This design comes from an exercise in tuning for small area on the open sky130 flow, not from production work.
Power and IR drop assume default switching activity.

## ps2_top_level
module ps2_top_level(
    input logic clk, rst, psClk, data,
    output logic vs, hs,
    output logic[3:0] r, g, b
);
logic en, odd, yinc, upd;
logic[9:0] x, y, u, v;
logic L, R, U, D;
logic[1:0] col;
half_clock hc (.oldclk(clk), .rst(rst), .newclk(en), .odd(odd));
XYCounter c (.clk(clk), .rst(rst), .en(en), .odd(odd), .vs(vs), .hs(hs),
             .yinc(yinc), .upd(upd), .x(x), .y(y));
ps2 P (.sysclk(clk), .rst(rst), .clk(psClk), .data(data),
       .L(L), .R(R), .U(U), .D(D));
box_controller box (.clk(clk), .rst(rst), .odd(odd), .yinc(yinc), .upd(upd),
                    .L(L), .R(R), .U(U), .D(D), .u(u), .v(v), .col(col));
Drawer d (.clk(clk), .rst(rst), .en(en), .u(u), .v(v), .col(col),
          .r(r), .g(g), .b(b));
endmodule
Size: roughly 310 cells after synthesis, about 60 flip-flops.
==> flow/config.mk <==
export PLATFORM = sky130hd
export DESIGN_NAME = ps2_top_level
export DESIGN_NICKNAME = ps2_top_level
export VERILOG_FILES = /design/flow/design.v
export SDC_FILE = /design/flow/constraint.sdc
export NUM_CORES = 4
export LEC_CHECK = 0
export CAP_MARGIN = 20
export CORE_MARGIN = 2
export CORE_UTILIZATION = 40
export CTS_BUF_LIST = sky130_fd_sc_hd__clkbuf_4
export CTS_CLUSTER_DIAMETER = 200
export CTS_CLUSTER_SIZE = 25
export SLEW_MARGIN = 20
==> flow/constraint.sdc <==
create_clock -name core_clock -period 20.0 [get_ports {clk}]
set_input_delay 4.0000 -clock core_clock [delete_from_list [all_inputs] [get_ports {clk}]]
set_output_delay 4.0000 -clock core_clock [all_outputs]
set_load 0.01 [all_outputs]
standard.sh (not shown) runs the stock make flow with config.mk's settings and CLKGATE_MAP_FILE= SYNTH_SCRIPT=/design/flow/synth_recipe.tcl, a recipe that flattens the netlist after the stock synthesis.
==> flow/flow/run.sh <==
#!/bin/bash
# Layout flow: the standard flow (standard.sh), with two changes:
#  - synthesis maps the logic with an area-oriented ABC script and lets ABC
#    map the adders too (no separate half-adder mapping); the registers are
#    the standard synthesis's, as dfflibmap makes them before ABC runs;
#  - the port buffers are sky130_fd_sc_hd__buf_1.
# Each step's full output goes to a log file in the work folder.
set -euo pipefail
W=$PWD
cp -r "$FLOW_HOME/scripts" "$W/scripts_area"
printf '&get -n\n&st\n&dch -f\n&nf -a\n&put\ntopo\n' > "$W/scripts_area/abc_speed.script"
bash standard.sh SCRIPTS_DIR="$W/scripts_area" ADDER_MAP_FILE= synth > "$W/flow_synth.log" 2>&1
bash standard.sh BUFFER_PORTS_ARGS="-buffer_cell sky130_fd_sc_hd__buf_1" CTS_ARGS="-sink_clustering_enable -repair_clock_nets -buf_list sky130_fd_sc_hd__clkbuf_8 -sink_clustering_size 30 -sink_clustering_max_diameter 500 -dont_use_dummy_load" finish > "$W/flow_layout.log" 2>&1
The baseline passed the timing, DRC and antenna checks.
Edit:
--- a/flow/flow/run.sh
+++ b/flow/flow/run.sh
@@ -11,3 +11,3 @@
 printf '&get -n\n&st\n&dch -f\n&nf -a\n&put\ntopo\n' > "$W/scripts_area/abc_speed.script"
 bash standard.sh SCRIPTS_DIR="$W/scripts_area" ADDER_MAP_FILE= synth > "$W/flow_synth.log" 2>&1
-bash standard.sh BUFFER_PORTS_ARGS="-buffer_cell sky130_fd_sc_hd__buf_1" CTS_ARGS="-sink_clustering_enable -repair_clock_nets -buf_list sky130_fd_sc_hd__clkbuf_8 -sink_clustering_size 30 -sink_clustering_max_diameter 500 -dont_use_dummy_load" finish > "$W/flow_layout.log" 2>&1
+bash standard.sh BUFFER_PORTS_ARGS="-buffer_cell sky130_fd_sc_hd__buf_1" finish > "$W/flow_layout.log" 2>&1
Result: The changed run ran to the end with no violations; cell area stays the same; area after synthesis does not change; sequential cell count stays the same; sequential power hardly moves; count of clock-buffer cells in the layout is higher by 2; worst hold slack improved by 9.5 ps; register-to-register slack gets better by 20 ps; total power is about the same; global-route usage is lower by 0.14 points; worst setup slack loses 89 ps; maximum frequency came out lower by 1.3%.
No run of this note included a check of the RTL's function; only the layout flow was run.

[afterwards: timing with drivers on the ports]
The results above use ideal ports. As a check the final layouts listed here were re-extracted and re-timed, cells and wires unchanged.
Step 1, drivers: a clkbuf_16 drives clk and a buf_2 each remaining input, both assumed.
Step 2 times the ports against the registers' clock, not the clock port: input delays grow and output delays shrink by t, the midpoint of the rising clock arrivals with the driver on.
Three values: ideal ports, drivers, drivers and shift; two values: the first two.
run | t, ns | setup slack, ns | cell pins on the clock port's net
the first run | 0.351 | 13.458 / 13.430 / 13.764 | 1
the second run | 0.415 | 13.369 / 13.344 / 13.759 | 1
After both steps setup and hold are still met in every run listed.
